From an optimization exercise on the open Yosys and OpenROAD flow, aimed at a short achievable clock period and few clock cycles; shortcuts taken in it are not production practice.
Function was checked by simulation only, so behaviour that the tests miss may differ from the original.
No activity file was given, so power comes from the tool's default toggle rates.

==> flow/design.v, too long to show whole: its modules and the start of the top module <==
// module pc_stage: 24 lines
// module if_pre_decode: 18 lines
// module if_pipline: 44 lines
// module decode: 282 lines
// module hazard: 10 lines
// module id_pipline: 176 lines
// module alu: 112 lines
// module fowarding: 36 lines
// module ex_pipline: 95 lines
// module mem_ctrl: 218 lines
// module mem_pipline: 69 lines
// module wbu: 9 lines
// module regfile: 74 lines
// module ljt_core: 334 lines
module ljt_core(
    input         clock,
    input         reset,
    output [63:0] imem_addr,
    input  [31:0] imem_rdata,
    output [63:0] dmem_addr,
    output        dmem_ren,
    input  [63:0] dmem_rdata,
    output        dmem_wen,
    output [7:0]  dmem_wstrb,
    output [63:0] dmem_wdata,
    output        commit_valid,
    output [63:0] commit_pc,
    output [31:0] commit_inst,
    output        commit_rd_wen,
    output [4:0]  commit_rd,
    output [63:0] commit_rd_wdata
);
  // ...
==> flow/run.sh <==
#!/bin/bash
# synth_recipe.tcl (not shown) runs the flow's synth.tcl, then flattens the netlist and writes it again
# the make line also repeats each setting of config.mk as NAME=value (left out here)
make -C /OpenROAD-flow-scripts/flow DESIGN_CONFIG=/design/flow/config.mk WORK_HOME=/design/flow/orfs CLKGATE_MAP_FILE= SYNTH_SCRIPT=/design/flow/synth_recipe.tcl finish
==> flow/config.mk <==
export PLATFORM = sky130hd
export DESIGN_NAME = ljt_core
export DESIGN_NICKNAME = ljt_core
export VERILOG_FILES = /design/flow/design.v
export SDC_FILE = /design/flow/constraint.sdc
export NUM_CORES = 4
export LEC_CHECK = 0
export CAP_MARGIN = 20
export CELL_PAD_IN_SITES_DETAIL_PLACEMENT = 1
export CELL_PAD_IN_SITES_GLOBAL_PLACEMENT = 1
export CORE_MARGIN = 2
export CORE_UTILIZATION = 22
export PLACE_DENSITY = 0.35
export SLEW_MARGIN = 20
==> flow/constraint.sdc <==
create_clock -name core_clock -period 13.0 [get_ports {clock}]
set_input_delay 2.6000 -clock core_clock [delete_from_list [all_inputs] [get_ports {clock}]]
set_output_delay 2.6000 -clock core_clock [all_outputs]
set_load 0.01 [all_outputs]
==> results_dict.tcl, run 1 <==
set metrics [dict create \
    post_cts_buffers 0 \
    ctsResizeCount 4 \
    leakagePower_uw 0.07981 \
    synth_area_leaders "edfxtp_1 (34%), dfrtp_1 (13%), nor2_1 (6.2%)" \
    worst_ep_arrival_time_ns 13.46 \
    die_area_um2 836400 \
    post-route-min-period_ns 12.46 \
    synth_compound_area_frac 0.2147 \
    critical_path.endpoint_type "flip-flop" \
    power.total_uw 29600 \
    tightest_slew_ns 1.408 \
    pg_clk_uw 11700 \
    hold_end "u_mem_pipline.inst_o[5]" \
    crit_family "compound AO/OA/AOI/OAI gates" \
    die_h_um 914.5 \
    path_clk_slew_ns 0.06 \
    first_global_vias 176600 \
    nFillCells 94010 \
    route.met2.wl_mm 622.4 \
    setup_viol 0 \
    buffer_area_frac 0.06146 \
    multi_input_area_share 0.4164 \
    outcome "no timing/DRC/antenna violations" \
    sh_seq_area 0.3901 \
    tns_ns 0 \
    ios 467 \
    ctsHoldBuffers 0 \
    cp_num_cells 42 \
    yosys.area_share.simple 0.1781 \
    yosys.area.top_type "edfxtp_1" \
    diodes 88 \
    swShare 0.3430 \
    grt_busiest_layer "met2" \
    largest_reg_flops 2048 \
    yosysMostFrequentCell "nor2_1" \
    ys_seq_area_frac 0.4668 \
]
Testbench counts, summed over its fixed seeds: cycles 201,464.
==> module ljt_core, before the edit <==
module ljt_core(
    input         clock,
    input         reset,
    output [63:0] imem_addr,
    input  [31:0] imem_rdata,
    output [63:0] dmem_addr,
    output        dmem_ren,
    input  [63:0] dmem_rdata,
    output        dmem_wen,
    output [7:0]  dmem_wstrb,
    output [63:0] dmem_wdata,
    output        commit_valid,
    output [63:0] commit_pc,
    output [31:0] commit_inst,
    output        commit_rd_wen,
    output [4:0]  commit_rd,
    output [63:0] commit_rd_wdata
);
wire decode_redir_en;
wire [63:0] ram_wmask;
wire [63 : 0] pc;
wire [31 : 0] inst;
wire pc_redir_en;
wire [63 : 0] pc_redir;
wire [63:0] if_pipline_pc;
wire [31:0] if_pipline_inst;
wire [63:0] pre_pc;
wire predict_is_yes;
wire predict_is_yes_o;
wire flush_and_pc_redir_en;
wire [4:0] rs1_addr_id,rs2_addr_id; 
wire [7:0]   aluop_decode;
wire [2:0]  alusel_decode;
wire rs1_r_en_o,rs2_r_en_o;
wire [63:0] rs1_data_o;
wire [63:0] rs2_data_o;
wire [63:0] pc_addr_o;
wire [4:0] wb_addr_o;
wire wb_en_o;
wire mem_r_en_o,mem_w_en_o;
wire [7:0] mem_mask_o;
wire [63:0] mem_wr_data_o,difftest_pc_o,difftest_pc_id;
wire [31:0] inst_id_o,inst_ex_o,inst_mem_o;
wire rs1_r_ena;
wire [4 : 0]rs1_r_addr;
wire rs2_r_ena;
wire [4 : 0]rs2_r_addr;
wire rd_w_ena;
wire [4 : 0]rd_w_addr;
wire [4 : 0]inst_type;
wire [7 : 0]inst_opcode;
wire [63 : 0]op1;
wire [63 : 0]op2;
wire [63 : 0] r_data1;
wire [63 : 0] r_data2;
wire [63:0] pc_addr_id,pc_addr_id_i;
wire [63:0] rs1_data_i,rs2_data_i,pc_addr_i;
wire wb_en_i;
wire [4:0] wb_addr_i;
wire mem_r_en_i,mem_w_en_i;
wire [7:0] mem_mask_i;
wire [63:0] mem_wr_data_i;
wire [7:0] aluop_id,aluop_i;
wire [2:0]  alusel_id,alusel_i;
wire [4:0] rs1_addr_id_i,rs2_addr_id_i;
wire stall;
wire [4:0] wb_addr_exe,wb_addr_alu;
wire       wb_en_exe,wb_en_alu;
wire [63:0] wb_data_alu;
wire [7:0]  mem_mask_alu;
wire [63:0] mem_wr_data_alu;
wire mem_r_en_alu,mem_w_en_alu;
wire [63:0] rs1_data_alu;
wire [63:0] rs2_data_alu;
wire [4 : 0]inst_type_o;
wire [1:0] alu_rs1_foward_type,if_rs1_foward_type;
wire [1:0] alu_rs2_foward_type,if_rs2_foward_type;
wire [63:0] pc_o_ex;
wire [63:0] pc_o_mem;
wire [63 : 0]rd_data;
wire mem_rd_en;
wire mem_wr_en;
wire [63:0] mem_addr;
wire [63:0] mem_wr_data,mem_rd_data;
wire [7:0] mem_byte_enble;
wire [63:0] mem_load_data;
wire [63:0] wb_regfile_data;
wire [4:0]  wb_addr;
wire        wb_w_en;
wire        inst_is_load_mem;
wire [63:0]   wb_data_result;
pc_stage u_pc_stage(
  .clk                (clock),
  .rst                (reset),
  .stall              (stall),
  .pc_redir_en        (flush_and_pc_redir_en),
  .pre_pc             (pre_pc),
  .pc_redir           (pc_redir),
  .imem_rdata         (imem_rdata),
  .pc                 (pc),
  .inst               (inst)
);
if_pre_decode u_if_pre_decode(
  .pc_i               (pc),
  .inst_i             (inst),
  .predict_is_yes     (predict_is_yes),
  .pre_pc_o           (pre_pc)
);
wire difftest_flush_o;
if_pipline  u_if_pipline (
    .clk              ( clock  ),
    .rst              ( reset  ),
    .flush            (flush_and_pc_redir_en),
    .stall            (stall),
    .pc_i             ( pc     ),
    .inst_i           ( inst   ),
    .predict_is_yes_i (predict_is_yes),
    .difftest_flush_o (difftest_flush_o),
    .predict_is_yes_o (predict_is_yes_o),
    .pc_o             ( if_pipline_pc    ),
    .inst_o           ( if_pipline_inst  )
);
wire mem_load_is_signed_id_comb;
decode  u_decode (
    .pc_i                    ( if_pipline_pc           ),
    .inst_i                  ( if_pipline_inst         ),
    .load_data_i             ( mem_rd_data),
    .load_forward_rs1_en     ( id_foward_rs1_en),
    .load_forward_rs2_en     ( id_foward_rs2_en),
    .wb_data_i               ( wb_data_result          ),
    .predict_is_yes_i        ( predict_is_yes_o        ),
    .rs1_data_i              ( rs1_data_i              ),
    .rs2_data_i              ( rs2_data_i              ),
    .ex_data_comb_i          ( wb_data_alu                ),
    .mem_data_comb_i         ( mem_addr          ),
    .if_rs1_foward_type_i    ( if_rs1_foward_type      ),
    .if_rs2_foward_type_i    ( if_rs2_foward_type      ),
    .flush_and_pc_redir_en   ( decode_redir_en         ),
    .pc_redir                ( pc_redir                ),
    .aluop_o                 ( aluop_i                 ),
    .alusel_o                ( alusel_i                ),
    .rs1_addr_o              ( rs1_addr_id_i           ),
    .rs2_addr_o              ( rs2_addr_id_i           ),
    .rs1_r_en_o              ( rs1_r_en_o              ),
    .rs2_r_en_o              ( rs2_r_en_o              ),
    .rs1_data_o              ( rs1_data_o              ),
    .rs2_data_o              ( rs2_data_o              ),
    .pc_addr_o               ( pc_addr_o               ),
    .wb_addr_o               ( wb_addr_o               ),
    .wb_en_o                 ( wb_en_o                 ),
    .difftest_pc_o           ( difftest_pc_o           ),
    .mem_r_en_o              ( mem_r_en_o              ),
    .mem_w_en_o              ( mem_w_en_o              ),
    .mem_mask_o              ( mem_mask_o              ),
    .mem_load_is_signed_o    ( mem_load_is_signed_id_comb),
    .mem_wr_data_o           ( mem_wr_data_o           )
);
hazard  u_hazard (
    .id_inst_is_load_i       ( mem_r_en_alu        ),
    .id_rd_addr_i            ( wb_addr_alu         ),
    .if_rs1_addr_i           ( rs1_addr_id_i       ),
    .if_rs2_addr_i           ( rs2_addr_id_i       ),
    .stall                   ( stall               )
);
wire difftest_flush_id_o;
wire mem_is_signed_id_o;
id_pipline  u_id_pipline (
    .clk                     ( clock           ),
    .rst                     ( reset           ),
    .mem_is_signed_i         (mem_load_is_signed_id_comb),
    .difftest_pc_i            (difftest_pc_o   ), 
    .inst_i                  ( if_pipline_inst ),
    .aluop_i                 ( aluop_i         ),
    .alusel_i                ( alusel_i        ),
    .hazard_flush_i          ( stall           ),
    .rs1_data_i              ( rs1_data_o      ),
    .rs2_data_i              ( rs2_data_o      ),
    .pc_addr_i               ( if_pipline_pc       ),
    .wb_addr_i               ( wb_addr_o       ),
    .wb_en_i                 ( wb_en_o         ),
    .mem_r_en_i              ( mem_r_en_o      ),
    .mem_w_en_i              ( mem_w_en_o      ),
    .mem_mask_i              ( mem_mask_o      ),
    .mem_wr_data_i           ( mem_wr_data_o   ),
    .rs1_addr_id_i           ( rs1_addr_id_i),
    .rs2_addr_id_i           ( rs2_addr_id_i),
    .difftest_flush_i        ( difftest_flush_o || stall),
    .difftest_pc_o           ( difftest_pc_id    ),
    .difftest_flush_o        ( difftest_flush_id_o),
    .inst_o                  ( inst_id_o),
    .aluop_o                 ( aluop_id),
    .alusel_o                ( alusel_id),
    .rs1_addr_id_o           ( rs1_addr_id), 
    .rs2_addr_id_o           ( rs2_addr_id), 
    .rs1_data_pipline_o      ( rs1_data_alu      ),
    .rs2_data_pipline_o      ( rs2_data_alu      ),
    .pc_addr_o               ( pc_addr_id      ),
    .wb_addr_o               ( wb_addr_alu       ),
    .wb_en_o                 ( wb_en_alu         ),
    .mem_r_en_o              ( mem_r_en_alu      ),
    .mem_w_en_o              ( mem_w_en_alu      ),
    .mem_mask_o              ( mem_mask_alu      ),
    .mem_is_signed_o         ( mem_is_signed_id_o),
    .mem_wr_data_o           ( mem_wr_data_alu   )
);
alu  u_alu (
    .rs1_data_i              ( rs1_data_alu          ),
    .rs2_data_i              ( rs2_data_alu          ),
    .aluop_i                 (aluop_id),
    .alusel_i                (alusel_id),
    .forward_load_rs1_en     (1'b0),
    .forward_load_rs2_en     (1'b0),
    .forward_load_data_i     (mem_load_data),
    .wb_data_o               ( wb_data_alu           )
);
wire load_forward_rs1_en,load_forward_rs2_en;
wire id_foward_rs1_en,id_foward_rs2_en;
fowarding  u_fowarding (
    .if_rs1_addr_i           ( rs1_addr_id_i     ),
    .if_rs2_addr_i           ( rs2_addr_id_i    ),
    .id_rs1_addr_i           ( rs1_addr_id     ),
    .id_rs2_addr_i           ( rs2_addr_id    ),
    .wb_rd_addr_i            ( wb_addr     ), 
    .wb_rd_en_i              ( wb_w_en     ), 
    .wb_inst_is_load_i       ( inst_is_load_mem),
    .ex_rd_addr_i            ( wb_addr_alu      ),
    .ex_rd_en_i              ( wb_en_alu        ),
    .ex_inst_is_load_i       ( mem_rd_en),
    .id_foward_rs1_en        ( id_foward_rs1_en),
    .id_foward_rs2_en        ( id_foward_rs2_en),
    .mem_rd_addr_i           ( wb_addr_exe    ),
    .mem_rd_en_i             ( wb_en_exe       ),
    .if_rs1_foward_type         ( if_rs1_foward_type   ),
    .if_rs2_foward_type         ( if_rs2_foward_type   ),
    .load_forward_rs1_en     ( load_forward_rs1_en   ),
    .load_forward_rs2_en     ( load_forward_rs2_en   )
);
wire difftest_flush_ex_o;
wire mem_is_signed_ex_o;
ex_pipline  u_ex_pipline (
    .clk                     ( clock             ),
    .rst                     ( reset             ),
    .inst_i                  ( inst_id_o         ),
    .pc_i                    ( difftest_pc_id        ),
    .wb_data_i               ( wb_data_alu       ),
    .wb_addr_i               ( wb_addr_alu       ),
    .wb_en_i                 ( wb_en_alu         ),
    .mem_is_signed_i         ( mem_is_signed_id_o),
    .mem_r_en_i              ( mem_r_en_alu      ),
    .mem_w_en_i              ( mem_w_en_alu    ),
    .mem_mask_i              ( mem_mask_alu      ),
    .mem_wr_data_i           ( mem_wr_data_alu   ),
    .difftest_flush_i        ( difftest_flush_id_o),
    .difftest_flush_o        ( difftest_flush_ex_o),
    .inst_o                  ( inst_ex_o         ),
    .pc_o                    ( pc_o_ex           ),
    .wb_data_o               ( mem_addr       ),
    .wb_addr_o               ( wb_addr_exe     ),
    .wb_en_o                 ( wb_en_exe         ),
    .mem_is_signed_o         ( mem_is_signed_ex_o),
    .mem_r_en_o              ( mem_rd_en      ),
    .mem_w_en_o              ( mem_wr_en      ),
    .mem_mask_o              ( mem_byte_enble  ),
    .mem_wr_data_o           ( mem_wr_data     )
);
mem_ctrl  u_mem_ctrl (
    .rst                     ( reset                   ),
    .clk                     ( clock                   ),
    .mem_load_is_signed      ( mem_is_signed_ex_o),
    .mem_byte_enble          ( mem_byte_enble        ),
    .mem_addr                ( mem_addr              ),
    .mem_rd_en               ( mem_rd_en             ),
    .mem_wr_en               ( mem_wr_en             ),
    .mem_wr_data             ( mem_wr_data           ),
    .mem_rd_data             ( mem_rd_data           ),
    .ram_wr_en               ( dmem_wen              ),
    .ram_rd_en               ( dmem_ren              ),
    .ram_wmask               ( ram_wmask             ),
    .ram_addr                ( dmem_addr             ),
    .ram_wr_data             ( dmem_wdata            ),
    .ram_rd_data             ( dmem_rdata            )
);
wire difftest_flush_mem_o;
mem_pipline  u_mem_pipline (
    .clk                     ( clock               ),
    .rst                     ( reset               ),
    .mem_load_data_i         ( mem_rd_data   ),
    .wb_data_i               ( mem_addr         ),
    .wb_addr_i               ( wb_addr_exe         ),
    .wb_en_i                 ( wb_en_exe           ),
    .inst_is_load_i          ( mem_rd_en    ),
    .inst_i                  ( inst_ex_o    ),
    .pc_i                    ( pc_o_ex),
    .difftest_flush_i        (difftest_flush_ex_o),
    .difftest_flush_o        (difftest_flush_mem_o),
    .pc_o                    ( pc_o_mem),
    .inst_o                  ( inst_mem_o   ),
    .mem_load_data_o         ( mem_load_data   ),
    .wb_data_o               ( wb_regfile_data   ),
    .wb_addr_o               ( wb_addr         ),
    .wb_en_o                 ( wb_w_en           ),
    .inst_is_load_o          ( inst_is_load_mem   )
);
wbu  u_wbu (
    .mem_load_data_i         ( mem_load_data     ),
    .wb_data_i               ( wb_regfile_data   ),
    .wb_en_i                 ( wb_w_en           ),
    .inst_is_load_i          ( inst_is_load_mem  ),
    .wb_data_result          ( wb_data_result    )
);
regfile Regfile(
  .clk                (clock),
  .rst                (reset),
  .w_addr             (wb_addr),
  .w_data             (wb_data_result),
  .w_ena              (wb_w_en),
  .r_addr1            (rs1_addr_id_i),
  .r_data1            (rs1_data_i),
  .r_ena1             (rs1_r_en_o),
  .r_addr2            (rs2_addr_id_i),
  .r_data2            (rs2_data_i),
  .r_ena2             (rs2_r_en_o)
);
assign flush_and_pc_redir_en = decode_redir_en & ~stall;
assign imem_addr = pc;
assign dmem_wstrb = {ram_wmask[56], ram_wmask[48], ram_wmask[40], ram_wmask[32],
                     ram_wmask[24], ram_wmask[16], ram_wmask[8],  ram_wmask[0]};
assign commit_valid    = (inst_mem_o != 32'd0) && (difftest_flush_mem_o != 1'b1);
assign commit_pc       = pc_o_mem;
assign commit_inst     = inst_mem_o;
assign commit_rd_wen   = wb_w_en;
assign commit_rd       = wb_addr;
assign commit_rd_wdata = wb_data_result;
endmodule
==> inputs of run 2 (changes only) <==
==> flow/design.v (replaced) <==
module ljt_core(
    input         clock,
    input         reset,
    output [63:0] imem_addr,
    input  [31:0] imem_rdata,
    output [63:0] dmem_addr,
    output        dmem_ren,
    input  [63:0] dmem_rdata,
    output        dmem_wen,
    output [7:0]  dmem_wstrb,
    output [63:0] dmem_wdata,
    output        commit_valid,
    output [63:0] commit_pc,
    output [31:0] commit_inst,
    output        commit_rd_wen,
    output [4:0]  commit_rd,
    output [63:0] commit_rd_wdata
);
localparam [63:0] PC_START = 64'h0000_0000_8000_0000;
localparam BTB_N   = 32;      
localparam BTB_IB  = 5;       
localparam BTB_TB  = 14;      
localparam BIM_IB  = 8;       
localparam [1:0] K_BR  = 2'd0;
localparam [1:0] K_JMP = 2'd1;
localparam [1:0] K_RET = 2'd2;
reg  [63:0] pc_f;
reg         d_valid;
reg  [31:0] d_inst;
reg  [63:0] d_pc;
reg  [63:0] d_npc;
reg  [1:0]  d_ctr;
reg         e_valid;
reg  [63:0] e_pc;
reg  [31:0] e_inst;
reg  [63:0] e_npc;
reg  [63:0] e_a, e_b, e_sd, e_imm;
reg  [1:0]  e_sela, e_selb, e_sels;      
reg         e_op_add, e_op_sub, e_op_addw, e_op_subw;
reg         e_op_sll, e_op_srl, e_op_sra, e_op_sllw, e_op_srlw, e_op_sraw;
reg         e_op_slt, e_op_sltu, e_op_xor, e_op_or, e_op_and, e_op_passb;
reg         e_is_load, e_is_store, e_is_br, e_is_jalr, e_is_ret;
reg  [2:0]  e_f3;
reg         e_wen;
reg  [4:0]  e_rd;
reg  [1:0]  e_ctr;
reg  [63:0] e_btarget, e_pc4;
reg         m_valid;
reg  [63:0] m_pc;
reg  [31:0] m_inst;
reg  [63:0] m_res;
reg         m_ren, m_wr;
reg  [7:0]  m_wstrb;
reg  [63:0] m_wdata;
reg  [2:0]  m_f3;
reg         m_wen;
reg  [4:0]  m_rd;
reg         w_valid;
reg  [63:0] w_pc;
reg  [31:0] w_inst;
reg  [63:0] w_data;
reg         w_wen;
reg  [4:0]  w_rd;
reg                 btb_v   [0:BTB_N-1];
reg  [BTB_TB-1:0]   btb_tag [0:BTB_N-1];
reg  [1:0]          btb_k   [0:BTB_N-1];
reg  [31:1]         btb_t   [0:BTB_N-1];
reg  [1:0]          bim     [0:(1<<BIM_IB)-1];
reg  [63:0]         ras0, ras1, ras2, ras3;
reg                 rst_q;
reg  [63:0] rf [0:31];
wire [BTB_IB-1:0] f_bi   = pc_f[BTB_IB+1:2];
wire [BTB_TB-1:0] f_tag  = pc_f[BTB_TB+BTB_IB+1:BTB_IB+2];
wire              f_hit  = btb_v[f_bi] && (btb_tag[f_bi] == f_tag);
wire [1:0]        f_k    = btb_k[f_bi];
wire [1:0]        f_ctr  = bim[pc_f[BIM_IB+1:2]];
wire              f_take = f_hit && ((f_k != K_BR) || f_ctr[1]);
wire [63:0]       f_tgt  = (f_k == K_RET) ? ras0 : {pc_f[63:32], btb_t[f_bi], 1'b0};
wire [63:0]       f_pc4  = pc_f + 64'd4;
wire [63:0]       f_npc  = f_take ? f_tgt : f_pc4;
wire [6:0] d_opc = d_inst[6:0];
wire [4:0] d_rd  = d_inst[11:7];
wire [2:0] d_f3  = d_inst[14:12];
wire [4:0] d_rs1 = d_inst[19:15];
wire [4:0] d_rs2 = d_inst[24:20];
wire       d_f7b5 = d_inst[30];
wire d_lui   = (d_opc == 7'b0110111);
wire d_auipc = (d_opc == 7'b0010111);
wire d_jal   = (d_opc == 7'b1101111);
wire d_jalr  = (d_opc == 7'b1100111);
wire d_br    = (d_opc == 7'b1100011);
wire d_load  = (d_opc == 7'b0000011);
wire d_store = (d_opc == 7'b0100011);
wire d_opi   = (d_opc == 7'b0010011);
wire d_opiw  = (d_opc == 7'b0011011);
wire d_opr   = (d_opc == 7'b0110011);
wire d_oprw  = (d_opc == 7'b0111011);
wire [63:0] d_immi = {{52{d_inst[31]}}, d_inst[31:20]};
wire [63:0] d_imms = {{52{d_inst[31]}}, d_inst[31:25], d_inst[11:7]};
wire [63:0] d_immb = {{52{d_inst[31]}}, d_inst[7], d_inst[30:25], d_inst[11:8], 1'b0};
wire [63:0] d_immu = {{32{d_inst[31]}}, d_inst[31:12], 12'd0};
wire [63:0] d_immj = {{44{d_inst[31]}}, d_inst[19:12], d_inst[20], d_inst[30:21], 1'b0};
wire d_uses_rs1 = d_jalr | d_br | d_load | d_store | d_opi | d_opiw | d_opr | d_oprw;
wire d_uses_rs2 = d_br | d_store | d_opr | d_oprw;
wire d_b_is_rs2 = d_br | d_opr | d_oprw;
wire d_writes   = d_lui | d_auipc | d_jal | d_jalr | d_load | d_opi | d_opiw | d_opr | d_oprw;
wire d_is_link_rd  = (d_rd  == 5'd1) || (d_rd  == 5'd5);
wire d_is_link_rs1 = (d_rs1 == 5'd1) || (d_rs1 == 5'd5);
wire d_call  = (d_jal | d_jalr) & d_is_link_rd;
wire d_ret   = d_jalr & d_is_link_rs1 & ~d_is_link_rd;
wire [2:0] f3 = d_f3;
wire d_alu_r  = d_opr;
wire d_alu_i  = d_opi;
wire d_op_add  = d_load | d_store | (d_alu_i & f3 == 3'd0) | (d_alu_r & f3 == 3'd0 & ~d_f7b5);
wire d_op_sub  = d_alu_r & f3 == 3'd0 & d_f7b5;
wire d_op_addw = (d_opiw & f3 == 3'd0) | (d_oprw & f3 == 3'd0 & ~d_f7b5);
wire d_op_subw = d_oprw & f3 == 3'd0 & d_f7b5;
wire d_op_sll  = (d_alu_i | d_alu_r) & f3 == 3'd1;
wire d_op_srl  = (d_alu_i | d_alu_r) & f3 == 3'd5 & ~d_f7b5;
wire d_op_sra  = (d_alu_i | d_alu_r) & f3 == 3'd5 & d_f7b5;
wire d_op_sllw = (d_opiw | d_oprw) & f3 == 3'd1;
wire d_op_srlw = (d_opiw | d_oprw) & f3 == 3'd5 & ~d_f7b5;
wire d_op_sraw = (d_opiw | d_oprw) & f3 == 3'd5 & d_f7b5;
wire d_op_slt  = (d_alu_i | d_alu_r) & f3 == 3'd2;
wire d_op_sltu = (d_alu_i | d_alu_r) & f3 == 3'd3;
wire d_op_xor  = (d_alu_i | d_alu_r) & f3 == 3'd4;
wire d_op_or   = (d_alu_i | d_alu_r) & f3 == 3'd6;
wire d_op_and  = (d_alu_i | d_alu_r) & f3 == 3'd7;
wire d_op_passb = d_lui | d_auipc | d_jal | d_jalr;
wire w_fwd = w_valid & w_wen & (w_rd != 5'd0);
wire [63:0] d_rf1 = (d_rs1 == 5'd0) ? 64'd0 : rf[d_rs1];
wire [63:0] d_rf2 = (d_rs2 == 5'd0) ? 64'd0 : rf[d_rs2];
wire [63:0] d_r1  = (w_fwd && w_rd == d_rs1) ? w_data : d_rf1;
wire [63:0] d_r2  = (w_fwd && w_rd == d_rs2) ? w_data : d_rf2;
wire        d_take_pred = d_jal | (d_br & d_ctr[1]);
wire [63:0] d_tgt_imm   = d_jal ? d_immj : d_br ? d_immb : d_immu;
wire [63:0] d_pcimm     = d_pc + d_tgt_imm;             
wire [63:0] d_pc4       = d_pc + 64'd4;
wire [63:0] d_chk_imm = d_take_pred ? d_tgt_imm : 64'd4;
wire [63:0] d_cx  = d_pc ^ d_chk_imm ^ d_npc;
wire [63:0] d_cco = (d_pc & d_chk_imm) | ((d_pc ^ d_chk_imm) & d_cx);
wire        d_npc_ok = ~d_cx[0] & (d_cx[63:1] == d_cco[62:0]);
wire [63:0] d_target = d_take_pred ? d_pcimm : d_pc4;
wire [63:0] d_a = d_r1;
wire [63:0] d_b = d_b_is_rs2 ? d_r2 :
                  (d_jal | d_jalr) ? d_pc4 :
                  d_auipc ? d_pcimm :
                  d_lui ? d_immu :
                  d_store ? d_imms : d_immi;
wire e_fwdable = e_valid & e_wen & (e_rd != 5'd0);
wire m_fwdable = m_valid & m_wen & (m_rd != 5'd0);
wire d_a_m = d_uses_rs1 & e_fwdable & (e_rd == d_rs1);
wire d_a_w = d_uses_rs1 & m_fwdable & (m_rd == d_rs1);
wire d_b_m = d_b_is_rs2 & e_fwdable & (e_rd == d_rs2);
wire d_b_w = d_b_is_rs2 & m_fwdable & (m_rd == d_rs2);
wire d_s_m = d_store & e_fwdable & (e_rd == d_rs2);
wire d_s_w = d_store & m_fwdable & (m_rd == d_rs2);
wire stall = d_valid & e_valid & e_is_load & (e_rd != 5'd0) &
             ((d_uses_rs1 & (e_rd == d_rs1)) | (d_uses_rs2 & (e_rd == d_rs2)));
wire [63:0] ea = e_sela[1] ? m_res : e_sela[0] ? w_data : e_a;
wire [63:0] eb = e_selb[1] ? m_res : e_selb[0] ? w_data : e_b;
wire [63:0] es = e_sels[1] ? m_res : e_sels[0] ? w_data : e_sd;
wire [63:0] e_sum  = ea + eb;
wire [63:0] e_dif  = ea - eb;
wire        e_lts  = $signed(ea) < $signed(eb);
wire        e_ltu  = ea < eb;
wire        e_eq   = (ea == eb);
wire [5:0]  e_sh   = eb[5:0];
wire [63:0] e_sll  = ea << e_sh;
wire [63:0] e_srl  = ea >> e_sh;
wire [63:0] e_sra  = $signed(ea) >>> e_sh;
wire [31:0] e_sllw = ea[31:0] << eb[4:0];
wire [31:0] e_srlw = ea[31:0] >> eb[4:0];
wire [31:0] e_sraw = $signed(ea[31:0]) >>> eb[4:0];
wire [63:0] e_res =
      ({64{e_op_add}}   & e_sum)
    | ({64{e_op_sub}}   & e_dif)
    | ({64{e_op_addw}}  & {{32{e_sum[31]}}, e_sum[31:0]})
    | ({64{e_op_subw}}  & {{32{e_dif[31]}}, e_dif[31:0]})
    | ({64{e_op_sll}}   & e_sll)
    | ({64{e_op_srl}}   & e_srl)
    | ({64{e_op_sra}}   & e_sra)
    | ({64{e_op_sllw}}  & {{32{e_sllw[31]}}, e_sllw})
    | ({64{e_op_srlw}}  & {{32{e_srlw[31]}}, e_srlw})
    | ({64{e_op_sraw}}  & {{32{e_sraw[31]}}, e_sraw})
    | {63'd0, (e_op_slt & e_lts) | (e_op_sltu & e_ltu)}
    | ({64{e_op_xor}}   & (ea ^ eb))
    | ({64{e_op_or}}    & (ea | eb))
    | ({64{e_op_and}}   & (ea & eb))
    | ({64{e_op_passb}} & eb);
reg e_taken;
always @(*) begin
    case (e_f3)
        3'd0: e_taken = e_eq;
        3'd1: e_taken = ~e_eq;
        3'd4: e_taken = e_lts;
        3'd5: e_taken = ~e_lts;
        3'd6: e_taken = e_ltu;
        3'd7: e_taken = ~e_ltu;
        default: e_taken = 1'b0;
    endcase
end
wire [63:0] e_jt   = {e_npc[63:1], ea[0] ^ e_imm[0]};
wire [63:0] e_cx   = ea ^ e_imm ^ e_jt;
wire [63:0] e_cco  = (ea & e_imm) | ((ea ^ e_imm) & e_cx);
wire        e_jalr_ok = (e_cx[63:1] == e_cco[62:0]);
wire [63:0] e_jsum = ea + e_imm;
wire [63:0] e_jtarget = {e_jsum[63:1], 1'b0};
wire e_br_wrong   = e_is_br & (e_taken != e_ctr[1]);
wire e_jalr_wrong = e_is_jalr & ~e_jalr_ok;
wire e_redirect   = e_valid & (e_br_wrong | e_jalr_wrong);
wire [63:0] e_target = e_is_jalr ? e_jtarget : (e_ctr[1] ? e_pc4 : e_btarget);
wire [2:0]  e_off   = ea[2:0] + eb[2:0];
wire [7:0]  e_smask = (e_f3[1:0] == 2'd0) ? 8'h01 :
                      (e_f3[1:0] == 2'd1) ? 8'h03 :
                      (e_f3[1:0] == 2'd2) ? 8'h0f : 8'hff;
wire [7:0]  e_wstrb = e_smask << e_off;
wire [63:0] e_wdata = es << {e_off, 3'b000};
wire d_redirect = d_valid & ~stall & ~d_jalr & ~d_npc_ok;
wire [63:0] m_sh = dmem_rdata >> {m_res[2:0], 3'b000};
reg  [63:0] m_ld;
always @(*) begin
    case (m_f3)
        3'd0: m_ld = {{56{m_sh[7]}},  m_sh[7:0]};
        3'd1: m_ld = {{48{m_sh[15]}}, m_sh[15:0]};
        3'd2: m_ld = {{32{m_sh[31]}}, m_sh[31:0]};
        3'd4: m_ld = {56'd0, m_sh[7:0]};
        3'd5: m_ld = {48'd0, m_sh[15:0]};
        3'd6: m_ld = {32'd0, m_sh[31:0]};
        default: m_ld = m_sh;
    endcase
end
always @(posedge clock or posedge reset) begin
    if (reset) begin
        pc_f    <= PC_START;
        d_valid <= 1'b0;
        e_valid <= 1'b0;
        m_valid <= 1'b0;
        m_ren   <= 1'b0;
        m_wr    <= 1'b0;
        w_valid <= 1'b0;
    end else begin
        if (e_redirect)      pc_f <= e_target;
        else if (d_redirect) pc_f <= d_target;
        else if (!stall)     pc_f <= f_npc;
        if (e_redirect)      d_valid <= 1'b0;
        else if (!stall)     d_valid <= ~d_redirect;
        e_valid <= d_valid & ~stall & ~e_redirect;
        m_valid <= e_valid;
        m_ren   <= e_valid & e_is_load;
        m_wr    <= e_valid & e_is_store;
        w_valid <= m_valid;
    end
end
always @(posedge clock) begin
    if (!stall) begin
        d_inst <= imem_rdata;
        d_pc   <= pc_f;
        d_npc  <= f_npc;
        d_ctr  <= f_ctr;
    end
    e_pc      <= d_pc;
    e_inst    <= d_inst;
    e_npc     <= d_npc;
    e_a       <= d_a;
    e_b       <= d_b;
    e_sd      <= d_r2;
    e_imm     <= d_immi;
    e_sela    <= {d_a_m, d_a_w & ~d_a_m};
    e_selb    <= {d_b_m, d_b_w & ~d_b_m};
    e_sels    <= {d_s_m, d_s_w & ~d_s_m};
    e_op_add  <= d_op_add;
    e_op_sub  <= d_op_sub;
    e_op_addw <= d_op_addw;
    e_op_subw <= d_op_subw;
    e_op_sll  <= d_op_sll;
    e_op_srl  <= d_op_srl;
    e_op_sra  <= d_op_sra;
    e_op_sllw <= d_op_sllw;
    e_op_srlw <= d_op_srlw;
    e_op_sraw <= d_op_sraw;
    e_op_slt  <= d_op_slt;
    e_op_sltu <= d_op_sltu;
    e_op_xor  <= d_op_xor;
    e_op_or   <= d_op_or;
    e_op_and  <= d_op_and;
    e_op_passb <= d_op_passb;
    e_is_load <= d_load;
    e_is_store <= d_store;
    e_is_br   <= d_br;
    e_is_jalr <= d_jalr;
    e_is_ret  <= d_ret;
    e_f3      <= d_f3;
    e_wen     <= d_writes;
    e_rd      <= d_rd;
    e_ctr     <= d_ctr;
    e_btarget <= d_pcimm;
    e_pc4     <= d_pc4;
    m_pc    <= e_pc;
    m_inst  <= e_inst;
    m_res   <= e_res;
    m_wstrb <= e_wstrb;
    m_wdata <= e_wdata;
    m_f3    <= e_f3;
    m_wen   <= e_wen;
    m_rd    <= e_rd;
    w_pc   <= m_pc;
    w_inst <= m_inst;
    w_data <= m_ren ? m_ld : m_res;
    w_wen  <= m_wen;
    w_rd   <= m_rd;
    if (w_valid && w_wen && w_rd != 5'd0)
        rf[w_rd] <= w_data;
end
always @(posedge clock) rst_q <= reset;
wire e_upd_br   = e_valid & e_is_br;
wire e_btb_wr   = e_redirect & (e_is_jalr | e_taken);
wire d_btb_wr   = d_redirect & ~e_redirect;
wire [BTB_IB-1:0] btb_wi   = e_btb_wr ? e_pc[BTB_IB+1:2] : d_pc[BTB_IB+1:2];
wire [BTB_TB-1:0] btb_wtag = e_btb_wr ? e_pc[BTB_TB+BTB_IB+1:BTB_IB+2] : d_pc[BTB_TB+BTB_IB+1:BTB_IB+2];
wire [1:0]        btb_wk   = e_btb_wr ? (e_is_jalr ? (e_is_ret ? K_RET : K_JMP) : K_BR)
                                      : (d_jal ? K_JMP : K_BR);
wire [31:1]       btb_wt   = e_btb_wr ? (e_is_jalr ? e_jtarget[31:1] : e_btarget[31:1]) : d_pcimm[31:1];
wire              btb_wv   = e_btb_wr | d_take_pred;
integer i;
always @(posedge clock) begin
    if (rst_q) begin
        for (i = 0; i < BTB_N; i = i + 1) btb_v[i] <= 1'b0;
        for (i = 0; i < (1<<BIM_IB); i = i + 1) bim[i] <= 2'b01;
    end else begin
        if (e_btb_wr | d_btb_wr)
            btb_v[btb_wi] <= btb_wv;
        if (e_upd_br)
            bim[e_pc[BIM_IB+1:2]] <= e_taken ? ((e_ctr == 2'b11) ? 2'b11 : e_ctr + 2'b01)
                                             : ((e_ctr == 2'b00) ? 2'b00 : e_ctr - 2'b01);
    end
end
always @(posedge clock) begin
    if (e_btb_wr | d_btb_wr) begin
        btb_tag[btb_wi] <= btb_wtag;
        btb_k[btb_wi]   <= btb_wk;
        btb_t[btb_wi]   <= btb_wt;
    end
end
wire d_adv = d_valid & ~stall & ~e_redirect;
always @(posedge clock) begin
    if (rst_q) begin
        ras0 <= 64'd0; ras1 <= 64'd0; ras2 <= 64'd0; ras3 <= 64'd0;
    end else if (d_adv & d_call & d_ret) begin
        ras0 <= d_pc4;
    end else if (d_adv & d_call) begin
        ras0 <= d_pc4; ras1 <= ras0; ras2 <= ras1; ras3 <= ras2;
    end else if (d_adv & d_ret) begin
        ras0 <= ras1; ras1 <= ras2; ras2 <= ras3;
    end
end
assign imem_addr  = pc_f;
assign dmem_addr  = m_res;
assign dmem_ren   = m_ren;
assign dmem_wen   = m_wr;
assign dmem_wstrb = m_wstrb;
assign dmem_wdata = m_wdata;
assign commit_valid    = w_valid;
assign commit_pc       = w_pc;
assign commit_inst     = w_inst;
assign commit_rd_wen   = w_wen;
assign commit_rd       = w_rd;
assign commit_rd_wdata = w_data;
endmodule
==> results_dict.tcl, run 2 <==
set metrics [dict create \
    outcome "no timing/DRC/antenna violations" \
    rows 402 \
    post_cts_buffers 0 \
    slowest_stage "nor2_2" \
    nets 20120 \
    synth_top_area_frac 0.4846 \
    io_buffers 466 \
    grt_pass1_wl_mm 1900 \
    avgSynthCellArea_um2 13.95 \
    ys_warn_count 1 \
    peakVddDrop_mv 0.1318 \
    min_period_over_period 0.8227 \
    ys_seq_elements 5495 \
    largest_reg_flops 2048 \
    yosys.area.top_type "edfxtp_1" \
    route.detailed.drc 0 \
    synth_edf_count 4258 \
    ys_top_cells_by_count "edfxtp_1 (4258), mux4_2 (1863), nand2_1 (1551)" \
    syn_area_um2 263800 \
    power_density_nw_per_um2 199.8 \
    layout.cells.most_common "edfxtp_1" \
    reg_top3 "rf x2048, btb_t x992, bim x512" \
    final_cells 36320 \
    postSynthCellCount 18920 \
    regMostFlops "rf" \
    die_area_um2 1208000 \
    vias 182000 \
    coreArea_um2 1197000 \
    die_h_mm 1.099 \
    fin_worst_skew_ns 0.1529 \
    drt_pass1_iterations 6 \
    grt_max_degree 162 \
    h-tree-depth 6 \
    clkSinkCount 5495 \
    tightest_slew_ns 1.353 \
    ant_nets 0 \
    grt_overflow 0 \
    ctsHoldBuffers 0 \
    ys.flop_type "edfxtp_1" \
    setup_viol 0 \
    nFillCells 128200 \
    tns_ns 0 \
    slowest_delay_ns 0.90 \
    synth_area_leaders "edfxtp_1 (48%), mux4_2 (16%), dfxtp_1 (8.9%)" \
    netlist-cell-type-count 101 \
    place_hpwl_mm 1017 \
    grt_antenna_before_repair 147 \
    drtIter0Drc 17190 \
    synthArstFlopShare 0.01274 \
    clock-root-buffer "clkbuf_16" \
    utilization 0.2633 \
    hold_viol 0 \
    via_per_inst 5.012 \
    clockBufferDepth 5 \
    final_cell_mix "edfxtp_1 (4258), mux4_2 (1863), nand2_1 (1549), a21oi_1 (1135), dfxtp_1 (1064)" \
    start_util 0.2204 \
    cp_max_fo 27 \
    worstSetupStartpointType "flip-flop" \
    wl_mm 1445 \
    post-route-min-period_ns 10.69 \
    placed_cells 34820 \
    rsz0062_at_grt "false" \
    worst_ep_required_time_ns 13.74 \
    ys_seq_area_frac 0.5798 \
    grtUsageTotal 0.2322 \
    leakagePower_uw 0.1031 \
    areaGrowthSynthToFinish_pct 19.47 \
    layout-drive-gt1-share 0.2149 \
    wire_per_inst_um 39.80 \
    critical_path.endpoint_type "flip-flop" \
    worst_ep_arrival_time_ns 11.43 \
    yosysMostFrequentCell "edfxtp_1" \
    r2r_slack_ns 2.31 \
    slew_headroom 0.09130 \
    path_clk_slew_ns 0.06 \
    crit_path_frequent_cell "buf_4" \
    clkLatencyLatePin_ns 1.21 \
    ios 467 \
    cts_tree "built" \
    ctsResizeCount 0 \
    first_global_vias 188300 \
    maxSlewViolCount 0 \
    hold_class "reg -> reg" \
    crit_type "reg -> reg" \
    path_cells "buf_4, mux2i_1, o21ai_0, inv_1, ha_1, or3_1, nor3_1, nand4_1, a31oi_1, or3_1, o311ai_4, buf_4, xnor2_1, o21ai_4, buf_4, nor2_2, buf_4, a32oi_2, buf_4, nor2_4, buf_4" \
    die_w_mm 1.099 \
    drv_cap 0 \
    numCtsBuffers 703 \
    gp_congestion 0.9308 \
    fmax_ghz 0.09350 \
]
-- run 2: cells by family (layout without fill, tap and decap cells) --
family                     after synthesis  in the layout  share of synthesized area
buffers and inverters                 1911           3094                    0.02866
DFF                                   5495           5495                     0.5798
other                                    1            258                 0.00001421
adders and majority gates              454            454                    0.02515
xor gates and xnor gates               392            392                    0.01301
muxes                                 2750           2750                     0.1930
AOI/OAI and AO/OA                     3843           3843                    0.09129
and+or+nand+nor                       4071           4071                    0.06907
-- run 2: final timing paths --
check	start	to	depth (start not counted)
max	e_selb[0]	btb_tag[13][11]	21
min	m_f3[1]	w_inst[13]	0
max reg2reg	e_selb[0]	btb_tag[13][11]	21
min reg2reg	m_f3[1]	w_inst[13]	0
max in group asynchronous	reset	pc_f[42]	3
min in group asynchronous	reset	pc_f[10]	2
-- run 2: final cells by class --
cell class	instances	area (µm²)	area share
Antenna cell	194	485.5	0.001540
Clock buffer	962	19490	0.06182
Clock inverter	337	3331	0.01057
Inverter	436	1664	0.005279
Multi-Input combinational cell	11570	105000	0.3332
Sequential cell	5495	153200	0.4860
Tap cell	15960	19970	0.06335
Timing Repair Buffer	1359	12050	0.03823
-- run 2: routing by layer --
| metal | GRT usage | up-vias | share of wire |
|---|---|---|---|
| met5 | 0 | - | 0.00014 |
| li1 | - | 75290 | - |
| met4 | 0.09458 | 30 | 0.046 |
| met1 | 0.3089 | 100200 | 0.44 |
| met2 | 0.3857 | 5027 | 0.48 |
| met3 | 0.02633 | 1465 | 0.039 |
-- run 2: stage by stage --
stage	hold WS (ns)	power [µW]	setup WS (ns)	instance area [µm²]
after floorplan	0.3096	31950	3.911	264100
after global placement	0.3103	43940	2.426	291500
after detailed placement	0.3132	43940	2.434	291900
after CTS	0.2887	63940	2.451	314700
after global routing	0.2952	65140	2.340	315100
final	0.2842	62990	2.305	315200
-- run 2: worst max-delay path, delay by kind of cell, from the launching register on --
kind	cells	cell delay, ns
simple gates	6	4.02
buf+inv	7	2.59
compound gates	5	1.76
flops	1	0.75
fa+ha+maj	1	0.51
xor+xnor	1	0.33
mux	1	0.13
-- run 2: report_power, final --
group | leakage, µW | switching (µW) | internal (µW) | total (µW)
Clock | 0.0111 | 8370 | 11300 | 19700
Sequential | 0.0493 | 1450 | 21500 | 23000
Combinational | 0.0427 | 14400 | 5920 | 20300
Testbench counts of run 2, summed over its fixed seeds: cycles 191,668.
==> inputs of run 3 (changes only) <==
--- a/flow/design.v
+++ b/flow/design.v
@@ -18,11 +18,8 @@
 );
 localparam [63:0] PC_START = 64'h0000_0000_8000_0000;
-localparam BTB_N   = 32;      
-localparam BTB_IB  = 5;       
-localparam BTB_TB  = 14;      
+localparam BTB_N   = 8;       
+localparam BTB_IB  = 3;       
+localparam BTB_TB  = 12;      
 localparam BIM_IB  = 8;       
-localparam [1:0] K_BR  = 2'd0;
-localparam [1:0] K_JMP = 2'd1;
-localparam [1:0] K_RET = 2'd2;
 reg  [63:0] pc_f;
 reg         d_valid;
@@ -37,8 +34,9 @@
 reg  [63:0] e_a, e_b, e_sd, e_imm;
 reg  [1:0]  e_sela, e_selb, e_sels;      
+reg         e_la, e_lb, e_ls;            
 reg         e_op_add, e_op_sub, e_op_addw, e_op_subw;
 reg         e_op_sll, e_op_srl, e_op_sra, e_op_sllw, e_op_srlw, e_op_sraw;
 reg         e_op_slt, e_op_sltu, e_op_xor, e_op_or, e_op_and, e_op_passb;
-reg         e_is_load, e_is_store, e_is_br, e_is_jalr, e_is_ret;
+reg         e_is_load, e_is_store, e_is_br, e_is_jalr, e_is_ret, e_is_call;
 reg  [2:0]  e_f3;
 reg         e_wen;
@@ -64,5 +62,4 @@
 reg                 btb_v   [0:BTB_N-1];
 reg  [BTB_TB-1:0]   btb_tag [0:BTB_N-1];
-reg  [1:0]          btb_k   [0:BTB_N-1];
 reg  [31:1]         btb_t   [0:BTB_N-1];
 reg  [1:0]          bim     [0:(1<<BIM_IB)-1];
@@ -73,10 +70,20 @@
 wire [BTB_TB-1:0] f_tag  = pc_f[BTB_TB+BTB_IB+1:BTB_IB+2];
 wire              f_hit  = btb_v[f_bi] && (btb_tag[f_bi] == f_tag);
-wire [1:0]        f_k    = btb_k[f_bi];
 wire [1:0]        f_ctr  = bim[pc_f[BIM_IB+1:2]];
-wire              f_take = f_hit && ((f_k != K_BR) || f_ctr[1]);
-wire [63:0]       f_tgt  = (f_k == K_RET) ? ras0 : {pc_f[63:32], btb_t[f_bi], 1'b0};
+wire [63:0]       f_jtgt = {pc_f[63:32], btb_t[f_bi], 1'b0};
 wire [63:0]       f_pc4  = pc_f + 64'd4;
-wire [63:0]       f_npc  = f_take ? f_tgt : f_pc4;
+wire [63:0]       f_ras  = (e_valid & e_is_call) ? e_pc4 : ras0;
+wire [31:0]       fi     = imem_rdata;
+wire              f_jal  = (fi[6:0] == 7'b1101111);
+wire              f_br   = (fi[6:0] == 7'b1100011);
+wire              f_jalr = (fi[6:0] == 7'b1100111);
+wire              f_ret  = f_jalr & ((fi[19:15] == 5'd1) | (fi[19:15] == 5'd5)) &
+                           ~((fi[11:7] == 5'd1) | (fi[11:7] == 5'd5));
+wire [63:0]       f_off  = f_jal ? {{44{fi[31]}}, fi[19:12], fi[20], fi[30:21], 1'b0}
+                                 : {{52{fi[31]}}, fi[7], fi[30:25], fi[11:8], 1'b0};
+wire [63:0]       f_tgt  = pc_f + f_off;
+wire              f_take = f_jal | (f_br & f_ctr[1]);
+wire [63:0]       f_npc  = f_take ? f_tgt :
+                           (f_ret ? f_ras : ((f_jalr & f_hit) ? f_jtgt : f_pc4));
 wire [6:0] d_opc = d_inst[6:0];
 wire [4:0] d_rd  = d_inst[11:7];
@@ -133,13 +140,6 @@
 wire [63:0] d_r1  = (w_fwd && w_rd == d_rs1) ? w_data : d_rf1;
 wire [63:0] d_r2  = (w_fwd && w_rd == d_rs2) ? w_data : d_rf2;
-wire        d_take_pred = d_jal | (d_br & d_ctr[1]);
-wire [63:0] d_tgt_imm   = d_jal ? d_immj : d_br ? d_immb : d_immu;
-wire [63:0] d_pcimm     = d_pc + d_tgt_imm;             
+wire [63:0] d_pcimm     = d_pc + (d_br ? d_immb : d_immu);    
 wire [63:0] d_pc4       = d_pc + 64'd4;
-wire [63:0] d_chk_imm = d_take_pred ? d_tgt_imm : 64'd4;
-wire [63:0] d_cx  = d_pc ^ d_chk_imm ^ d_npc;
-wire [63:0] d_cco = (d_pc & d_chk_imm) | ((d_pc ^ d_chk_imm) & d_cx);
-wire        d_npc_ok = ~d_cx[0] & (d_cx[63:1] == d_cco[62:0]);
-wire [63:0] d_target = d_take_pred ? d_pcimm : d_pc4;
 wire [63:0] d_a = d_r1;
 wire [63:0] d_b = d_b_is_rs2 ? d_r2 :
@@ -150,4 +150,8 @@
 wire e_fwdable = e_valid & e_wen & (e_rd != 5'd0);
 wire m_fwdable = m_valid & m_wen & (m_rd != 5'd0);
+wire e_ldfwd = e_valid & e_is_load & (e_rd != 5'd0);
+wire d_a_l = d_uses_rs1 & e_ldfwd & (e_rd == d_rs1);
+wire d_b_l = d_b_is_rs2 & e_ldfwd & (e_rd == d_rs2);
+wire d_s_l = d_store & e_ldfwd & (e_rd == d_rs2);
 wire d_a_m = d_uses_rs1 & e_fwdable & (e_rd == d_rs1);
 wire d_a_w = d_uses_rs1 & m_fwdable & (m_rd == d_rs1);
@@ -156,14 +160,31 @@
 wire d_s_m = d_store & e_fwdable & (e_rd == d_rs2);
 wire d_s_w = d_store & m_fwdable & (m_rd == d_rs2);
-wire stall = d_valid & e_valid & e_is_load & (e_rd != 5'd0) &
+wire stall = d_valid & (d_br | d_jalr) & e_ldfwd &
              ((d_uses_rs1 & (e_rd == d_rs1)) | (d_uses_rs2 & (e_rd == d_rs2)));
-wire [63:0] ea = e_sela[1] ? m_res : e_sela[0] ? w_data : e_a;
-wire [63:0] eb = e_selb[1] ? m_res : e_selb[0] ? w_data : e_b;
-wire [63:0] es = e_sels[1] ? m_res : e_sels[0] ? w_data : e_sd;
+wire [63:0] m_sh = dmem_rdata >> {m_res[2:0], 3'b000};
+reg  [63:0] m_ld;
+always @(*) begin
+    case (m_f3)
+        3'd0: m_ld = {{56{m_sh[7]}},  m_sh[7:0]};
+        3'd1: m_ld = {{48{m_sh[15]}}, m_sh[15:0]};
+        3'd2: m_ld = {{32{m_sh[31]}}, m_sh[31:0]};
+        3'd4: m_ld = {56'd0, m_sh[7:0]};
+        3'd5: m_ld = {48'd0, m_sh[15:0]};
+        3'd6: m_ld = {32'd0, m_sh[31:0]};
+        default: m_ld = m_sh;
+    endcase
+end
+wire [63:0] ba = e_sela[1] ? m_res : e_sela[0] ? w_data : e_a;
+wire [63:0] bb = e_selb[1] ? m_res : e_selb[0] ? w_data : e_b;
+wire [63:0] ea = e_la ? m_ld : ba;
+wire [63:0] eb = e_lb ? m_ld : bb;
+wire [63:0] es = e_ls ? m_ld : (e_sels[1] ? m_res : e_sels[0] ? w_data : e_sd);
 wire [63:0] e_sum  = ea + eb;
 wire [63:0] e_dif  = ea - eb;
 wire        e_lts  = $signed(ea) < $signed(eb);
 wire        e_ltu  = ea < eb;
-wire        e_eq   = (ea == eb);
+wire        b_lts  = $signed(ba) < $signed(bb);
+wire        b_ltu  = ba < bb;
+wire        b_eq   = (ba == bb);
 wire [5:0]  e_sh   = eb[5:0];
 wire [63:0] e_sll  = ea << e_sh;
@@ -192,18 +213,18 @@
 always @(*) begin
     case (e_f3)
-        3'd0: e_taken = e_eq;
-        3'd1: e_taken = ~e_eq;
-        3'd4: e_taken = e_lts;
-        3'd5: e_taken = ~e_lts;
-        3'd6: e_taken = e_ltu;
-        3'd7: e_taken = ~e_ltu;
+        3'd0: e_taken = b_eq;
+        3'd1: e_taken = ~b_eq;
+        3'd4: e_taken = b_lts;
+        3'd5: e_taken = ~b_lts;
+        3'd6: e_taken = b_ltu;
+        3'd7: e_taken = ~b_ltu;
         default: e_taken = 1'b0;
     endcase
 end
-wire [63:0] e_jt   = {e_npc[63:1], ea[0] ^ e_imm[0]};
-wire [63:0] e_cx   = ea ^ e_imm ^ e_jt;
-wire [63:0] e_cco  = (ea & e_imm) | ((ea ^ e_imm) & e_cx);
+wire [63:0] e_jt   = {e_npc[63:1], ba[0] ^ e_imm[0]};
+wire [63:0] e_cx   = ba ^ e_imm ^ e_jt;
+wire [63:0] e_cco  = (ba & e_imm) | ((ba ^ e_imm) & e_cx);
 wire        e_jalr_ok = (e_cx[63:1] == e_cco[62:0]);
-wire [63:0] e_jsum = ea + e_imm;
+wire [63:0] e_jsum = ba + e_imm;
 wire [63:0] e_jtarget = {e_jsum[63:1], 1'b0};
 wire e_br_wrong   = e_is_br & (e_taken != e_ctr[1]);
@@ -217,18 +238,5 @@
 wire [7:0]  e_wstrb = e_smask << e_off;
 wire [63:0] e_wdata = es << {e_off, 3'b000};
-wire d_redirect = d_valid & ~stall & ~d_jalr & ~d_npc_ok;
-wire [63:0] m_sh = dmem_rdata >> {m_res[2:0], 3'b000};
-reg  [63:0] m_ld;
-always @(*) begin
-    case (m_f3)
-        3'd0: m_ld = {{56{m_sh[7]}},  m_sh[7:0]};
-        3'd1: m_ld = {{48{m_sh[15]}}, m_sh[15:0]};
-        3'd2: m_ld = {{32{m_sh[31]}}, m_sh[31:0]};
-        3'd4: m_ld = {56'd0, m_sh[7:0]};
-        3'd5: m_ld = {48'd0, m_sh[15:0]};
-        3'd6: m_ld = {32'd0, m_sh[31:0]};
-        default: m_ld = m_sh;
-    endcase
-end
+wire [63:0] pc_next = e_redirect ? e_target : stall ? pc_f : f_npc;
 always @(posedge clock or posedge reset) begin
     if (reset) begin
@@ -241,9 +249,7 @@
         w_valid <= 1'b0;
     end else begin
-        if (e_redirect)      pc_f <= e_target;
-        else if (d_redirect) pc_f <= d_target;
-        else if (!stall)     pc_f <= f_npc;
+        pc_f <= pc_next;
         if (e_redirect)      d_valid <= 1'b0;
-        else if (!stall)     d_valid <= ~d_redirect;
+        else if (!stall)     d_valid <= 1'b1;
         e_valid <= d_valid & ~stall & ~e_redirect;
         m_valid <= e_valid;
@@ -267,7 +273,10 @@
     e_sd      <= d_r2;
     e_imm     <= d_immi;
-    e_sela    <= {d_a_m, d_a_w & ~d_a_m};
-    e_selb    <= {d_b_m, d_b_w & ~d_b_m};
-    e_sels    <= {d_s_m, d_s_w & ~d_s_m};
+    e_sela    <= {d_a_m & ~d_a_l, d_a_w & ~d_a_m};
+    e_selb    <= {d_b_m & ~d_b_l, d_b_w & ~d_b_m};
+    e_sels    <= {d_s_m & ~d_s_l, d_s_w & ~d_s_m};
+    e_la      <= d_a_l;
+    e_lb      <= d_b_l;
+    e_ls      <= d_s_l;
     e_op_add  <= d_op_add;
     e_op_sub  <= d_op_sub;
@@ -291,4 +300,5 @@
     e_is_jalr <= d_jalr;
     e_is_ret  <= d_ret;
+    e_is_call <= d_call;
     e_f3      <= d_f3;
     e_wen     <= d_writes;
@@ -315,12 +325,22 @@
 always @(posedge clock) rst_q <= reset;
 wire e_upd_br   = e_valid & e_is_br;
-wire e_btb_wr   = e_redirect & (e_is_jalr | e_taken);
-wire d_btb_wr   = d_redirect & ~e_redirect;
-wire [BTB_IB-1:0] btb_wi   = e_btb_wr ? e_pc[BTB_IB+1:2] : d_pc[BTB_IB+1:2];
-wire [BTB_TB-1:0] btb_wtag = e_btb_wr ? e_pc[BTB_TB+BTB_IB+1:BTB_IB+2] : d_pc[BTB_TB+BTB_IB+1:BTB_IB+2];
-wire [1:0]        btb_wk   = e_btb_wr ? (e_is_jalr ? (e_is_ret ? K_RET : K_JMP) : K_BR)
-                                      : (d_jal ? K_JMP : K_BR);
-wire [31:1]       btb_wt   = e_btb_wr ? (e_is_jalr ? e_jtarget[31:1] : e_btarget[31:1]) : d_pcimm[31:1];
-wire              btb_wv   = e_btb_wr | d_take_pred;
+wire e_btb_wr   = e_valid & e_is_jalr & ~e_is_ret & ~e_jalr_ok;
+reg                 u_btb;
+reg  [BTB_IB-1:0]   u_bi;
+reg  [BTB_TB-1:0]   u_tag;
+reg  [31:1]         u_t;
+reg                 u_bim;
+reg  [BIM_IB-1:0]   u_bimi;
+reg  [1:0]          u_ctr;
+always @(posedge clock) begin
+    u_btb  <= e_btb_wr & ~rst_q;
+    u_bi   <= e_pc[BTB_IB+1:2];
+    u_tag  <= e_pc[BTB_TB+BTB_IB+1:BTB_IB+2];
+    u_t    <= e_jtarget[31:1];
+    u_bim  <= e_upd_br & ~rst_q;
+    u_bimi <= e_pc[BIM_IB+1:2];
+    u_ctr  <= e_taken ? ((e_ctr == 2'b11) ? 2'b11 : e_ctr + 2'b01)
+                      : ((e_ctr == 2'b00) ? 2'b00 : e_ctr - 2'b01);
+end
 integer i;
 always @(posedge clock) begin
@@ -329,41 +349,59 @@
         for (i = 0; i < (1<<BIM_IB); i = i + 1) bim[i] <= 2'b01;
     end else begin
-        if (e_btb_wr | d_btb_wr)
-            btb_v[btb_wi] <= btb_wv;
-        if (e_upd_br)
-            bim[e_pc[BIM_IB+1:2]] <= e_taken ? ((e_ctr == 2'b11) ? 2'b11 : e_ctr + 2'b01)
-                                             : ((e_ctr == 2'b00) ? 2'b00 : e_ctr - 2'b01);
+        if (u_btb)
+            btb_v[u_bi] <= 1'b1;
+        if (u_bim)
+            bim[u_bimi] <= u_ctr;
     end
 end
 always @(posedge clock) begin
-    if (e_btb_wr | d_btb_wr) begin
-        btb_tag[btb_wi] <= btb_wtag;
-        btb_k[btb_wi]   <= btb_wk;
-        btb_t[btb_wi]   <= btb_wt;
+    if (u_btb) begin
+        btb_tag[u_bi] <= u_tag;
+        btb_t[u_bi]   <= u_t;
     end
 end
-wire d_adv = d_valid & ~stall & ~e_redirect;
+wire e_push = e_valid & e_is_call;
+wire e_pop  = e_valid & e_is_ret;
 always @(posedge clock) begin
     if (rst_q) begin
         ras0 <= 64'd0; ras1 <= 64'd0; ras2 <= 64'd0; ras3 <= 64'd0;
-    end else if (d_adv & d_call & d_ret) begin
-        ras0 <= d_pc4;
-    end else if (d_adv & d_call) begin
-        ras0 <= d_pc4; ras1 <= ras0; ras2 <= ras1; ras3 <= ras2;
-    end else if (d_adv & d_ret) begin
+    end else if (e_push & e_pop) begin
+        ras0 <= e_pc4;
+    end else if (e_push) begin
+        ras0 <= e_pc4; ras1 <= ras0; ras2 <= ras1; ras3 <= ras2;
+    end else if (e_pop) begin
         ras0 <= ras1; ras1 <= ras2; ras2 <= ras3;
     end
 end
-assign imem_addr  = pc_f;
-assign dmem_addr  = m_res;
-assign dmem_ren   = m_ren;
+reg  [63:0] o_pc;
+reg  [63:0] o_daddr;
+reg         o_ren;
+reg         o_cvalid;
+reg  [63:0] o_cdata;
+reg         o_cwen;
+reg  [4:0]  o_crd;
+always @(posedge clock) begin
+    o_pc     <= reset ? PC_START : pc_next;
+    if (e_valid & (e_is_load | e_is_store))
+        o_daddr <= e_res;
+    o_ren    <= e_valid & e_is_load;
+    o_cvalid <= reset ? 1'b0 : m_valid;
+    if (m_valid) begin
+        o_cdata <= m_ren ? m_ld : m_res;
+        o_cwen  <= m_wen;
+        o_crd   <= m_rd;
+    end
+end
+assign imem_addr  = o_pc;
+assign dmem_addr  = o_daddr;
+assign dmem_ren   = o_ren;
 assign dmem_wen   = m_wr;
 assign dmem_wstrb = m_wstrb;
 assign dmem_wdata = m_wdata;
-assign commit_valid    = w_valid;
+assign commit_valid    = o_cvalid;
 assign commit_pc       = w_pc;
 assign commit_inst     = w_inst;
-assign commit_rd_wen   = w_wen;
-assign commit_rd       = w_rd;
-assign commit_rd_wdata = w_data;
+assign commit_rd_wen   = o_cwen;
+assign commit_rd       = o_crd;
+assign commit_rd_wdata = o_cdata;
 endmodule
==> flow/flow/run.sh (new file) <==
#!/bin/bash
set -o pipefail
bash standard.sh SETUP_SLACK_MARGIN=8.5 finish > standard_flow.log 2>&1
==> flow/standard.sh (new file) <==
#!/bin/bash
# synth_recipe.tcl (not shown) runs the flow's synth.tcl, then flattens the netlist and writes it again
# the make line also repeats each setting of config.mk as NAME=value (left out here)
make -C /OpenROAD-flow-scripts/flow DESIGN_CONFIG=/design/flow/config.mk WORK_HOME=/design/flow/orfs CLKGATE_MAP_FILE= SYNTH_SCRIPT=/design/flow/synth_recipe.tcl "${@:-finish}"
--- a/flow/config.mk
+++ b/flow/config.mk
@@ -10,5 +10,5 @@
 export CELL_PAD_IN_SITES_GLOBAL_PLACEMENT = 1
 export CORE_MARGIN = 2
-export CORE_UTILIZATION = 22
-export PLACE_DENSITY = 0.35
+export CORE_UTILIZATION = 45
+export PLACE_DENSITY = 0.55
 export SLEW_MARGIN = 20
removed: flow/run.sh
==> results_dict.tcl, run 3 <==
set metrics [dict create \
    synth_compound_area_frac 0.1093 \
    layout.cells.most_common "edfxtp_1" \
    synth_area_leaders "edfxtp_1 (42%), mux4_2 (15%), dfxtp_1 (11%)" \
    r2r_cells 17 \
    worst_ep_arrival_time_ns 8.07 \
    fmax_ghz 0.1375 \
    cp_max_fo 10 \
    regMostFlops "rf" \
    leakagePower_uw 0.09762 \
    grtUsageTotal 0.4278 \
    postSynthCellCount 18180 \
    path_clk_slew_ns 0.06 \
    ys.flop_type "edfxtp_1" \
    fin_ws_ns 5.725 \
    drv_cap 0 \
    yosysMostFrequentCell "edfxtp_1" \
    ys_top_cells_by_count "edfxtp_1 (3199), nand2_1 (1724), nor2_1 (1561)" \
    ant_nets 0 \
    yosys.area.top_type "edfxtp_1" \
    yosys.area_share.simple 0.08520 \
    ys_seq_area_frac 0.5353 \
    register_area_um2 123600 \
    path_cells "buf_8, mux2i_2, mux4_2, or4b_4, buf_12, buf_12, and3_4, nor2_4, nand2_1, o21ai_0, ha_1, inv_1, nand4_1, o21ai_0, a21oi_1, o21bai_1, o31ai_4, buf_6, o211ai_1, a311oi_2, nor3_4, o221ai_2" \
    largest_reg_flops 2048 \
    post-route-min-period_ns 7.275 \
    peakVddDrop_mv 0.1507 \
    grt_overflow 0 \
    ios 467 \
    synthXorXnorAreaFrac 0.01637 \
    hold_viol 0 \
    grt_antenna_before_repair 135 \
    synthAdderAreaFrac 0.03016 \
    place_hpwl_mm 786.8 \
    avgSynthCellArea_um2 12.69 \
    hold_class "reg -> reg" \
    place_area_um2 246000 \
    slowest_delay_ns 0.61 \
    drtIter0Drc 25330 \
    synth_top_family_by_area "multiplexers" \
    tns_ns 0 \
    rows 262 \
    nFillCells 49750 \
    worst_ep_required_time_ns 13.80 \
    nets 19920 \
    tightest_slew_ns 1.369 \
    start_util 0.4524 \
    drt_pass1_iterations 8 \
    first_global_vias 177700 \
    die_h_um 719.9 \
    worstSetupStartpointType "input pin" \
    wl_mm 1139 \
    vias 182100 \
    coreArea_um2 509800 \
    clock-root-buffer "clkbuf_16" \
    final_cells 26560 \
    pre_cts_ws_ns 2.610 \
    synthArstFlopShare 0.01539 \
    via_per_inst 6.856 \
    critical_path.endpoint_type "flip-flop" \
    slowest_stage "mux4_2" \
    synth_edf_count 3199 \
    clockBufferDepth 4 \
    min_period_over_period 0.5596 \
    hold_depth 0 \
    areaGrowthSynthToFinish_pct 21.56 \
    cts_tree "built" \
    ys_seq_elements 4549 \
    setup_viol 0 \
    die_area_um2 518200 \
    wire_per_inst_um 42.87 \
    io_buffers 466 \
    slew_headroom 0.07745 \
    outcome "no timing/DRC/antenna violations" \
    netlist-cell-type-count 106 \
    grt_pass1_wl_mm 1531 \
    final_cell_mix "edfxtp_1 (3199), nand2_1 (1650), mux4_2 (1542), nor2_1 (1376), dfxtp_1 (1221)" \
    gp_congestion 1.058 \
    placed_cells 24720 \
    die_w_um 719.9 \
    multi_input_area_um2 112000 \
    syn_area_um2 230600 \
    ys_warn_count 1 \
    clkSinkCount 4549 \
    rsz0062_at_grt "true" \
    clkLatencyLatePin_ns 1.16 \
    grt_max_degree 180 \
    reg_top3 "rf x2048, bim x512, btb_t x248" \
    crit_type "in -> reg" \
    fin_worst_skew_ns 0.1101 \
    layout-drive-gt1-share 0.2863 \
    h-tree-depth 5 \
    route.detailed.drc 0 \
    numCtsBuffers 481 \
    maxSlewViolCount 0 \
    holdWs_ns 0.2784 \
    synthMuxAreaShare 0.1946 \
    final_area_um2 280300 \
    power_density_nw_per_um2 178.7 \
    synth_top_area_frac 0.4166 \
]
## run 3: cells by family after synthesis
group,Yosys count
adders and majority gates,516
AOI/OAI and AO/OA,3905
and+or+nand+nor,4502
DFF,4549
muxes,2533
buffers and inverters,1739
xor gates and xnor gates,431
other,1
## run 3: final timing paths
| kind | start | to | slack, ns |
|---|---|---|---|
| min in group asynchronous | reset | pc_f[0] | 2.19 |
| hold / removal | m_pc[26] | w_pc[26] | 0.28 |
| hold reg to reg | m_pc[26] | w_pc[26] | 0.28 |
| setup / recovery | dmem_rdata[23] | o_daddr[0] | 5.73 |
| setup reg to reg | e_la | o_daddr[62] | 6.16 |
| max in group asynchronous | reset | pc_f[2] | 9.50 |
## run 3: metal layers
layer	global-route usage	vias up	part of all wire
met3	0.1332	2815	0.12
met4	0.2706	54	0.079
met1	0.5679	95010	0.38
li1	-	72330	-
met2	0.6093	11870	0.42
met5	0.001757	-	0.00088
## run 3: what timing repair did
item | in CTS | in global routing
cloned | 32 | 8
gates resized for setup | 2471 | 676
setup endpoints to repair | 1196 | 594
endpoints found under the hold margin | 0 | 0
hold buffers | 0 | 0
pin swaps | 337 | 342
setup buffers | 557 | 235
## run 3: critical path: cells and delay by family
kind / cells / cell delay (ns)
adder cells (fa/ha/maj): 1 / 0.51
buffers and inverters: 5 / 0.77
AND/OR/NAND/NOR: 6 / 1.57
multiplexers: 2 / 0.69
AO/OA/AOI/OAI: 8 / 1.92
## run 3: power by group
group,internal (µW),total (µW),switching [µW]
clock network,7790,14000,6200
registers,17500,19200,1790
logic,6190,16900,10700
total,31400,50100,18700
## run 3: layout make-up
cell class	count	area share
sequential	4549	0.4410
multi-input combinational	11960	0.3997
timing repair buffer	1929	0.06593
clock buffer	622	0.04679
tap	6732	0.03005
clock inverter	275	0.009846
inverter	388	0.005798
antenna	103	0.0009195
timing repair inverter	1	0.00003124
## run 3: metrics by stage
stage                       util  total power, µW
after detailed placement  0.4826            32740
final                     0.5499            50100
after global placement    0.4824            32660
after global routing      0.5496            51160
after CTS                 0.5389            48410
after floorplan                -            25910
Testbench counts of run 3, summed over its fixed seeds: cycles 181,375.

[port drivers added, routing unchanged]
How much do the figures lean on ideal ports? The routed layouts below were timed once more, with nothing changed but the port constraints. Step 1: set_driving_cell puts a clkbuf_16 on clock and a buf_2 on each other input, an assumption about the parent block. Step 2 adds t to the input delays and takes it off the output delays; t is the mean of the earliest and latest rising clock arrival at the registers after step 1. Input paths then give back, and output paths get back, about the clock's delay inside the block. Three values: ideal, step 1, step 2; two values: the first two.
run | t (ns) | slack for setup (ns) | worst slew at a driven data input, ns
run 1 | 1.258 | 0.535 / 0.535 / 0.535 | 0.14
run 2 | 1.291 | 2.305 / 2.305 / 2.305 | 0.08
run 3 | 1.196 | 5.725 / 5.773 / 4.577 | 0.13
After both steps every run listed still meets setup and hold. The setup slack of run 3, which loses most, moves by +0.048 ns with the drivers and by -1.148 ns with both steps.
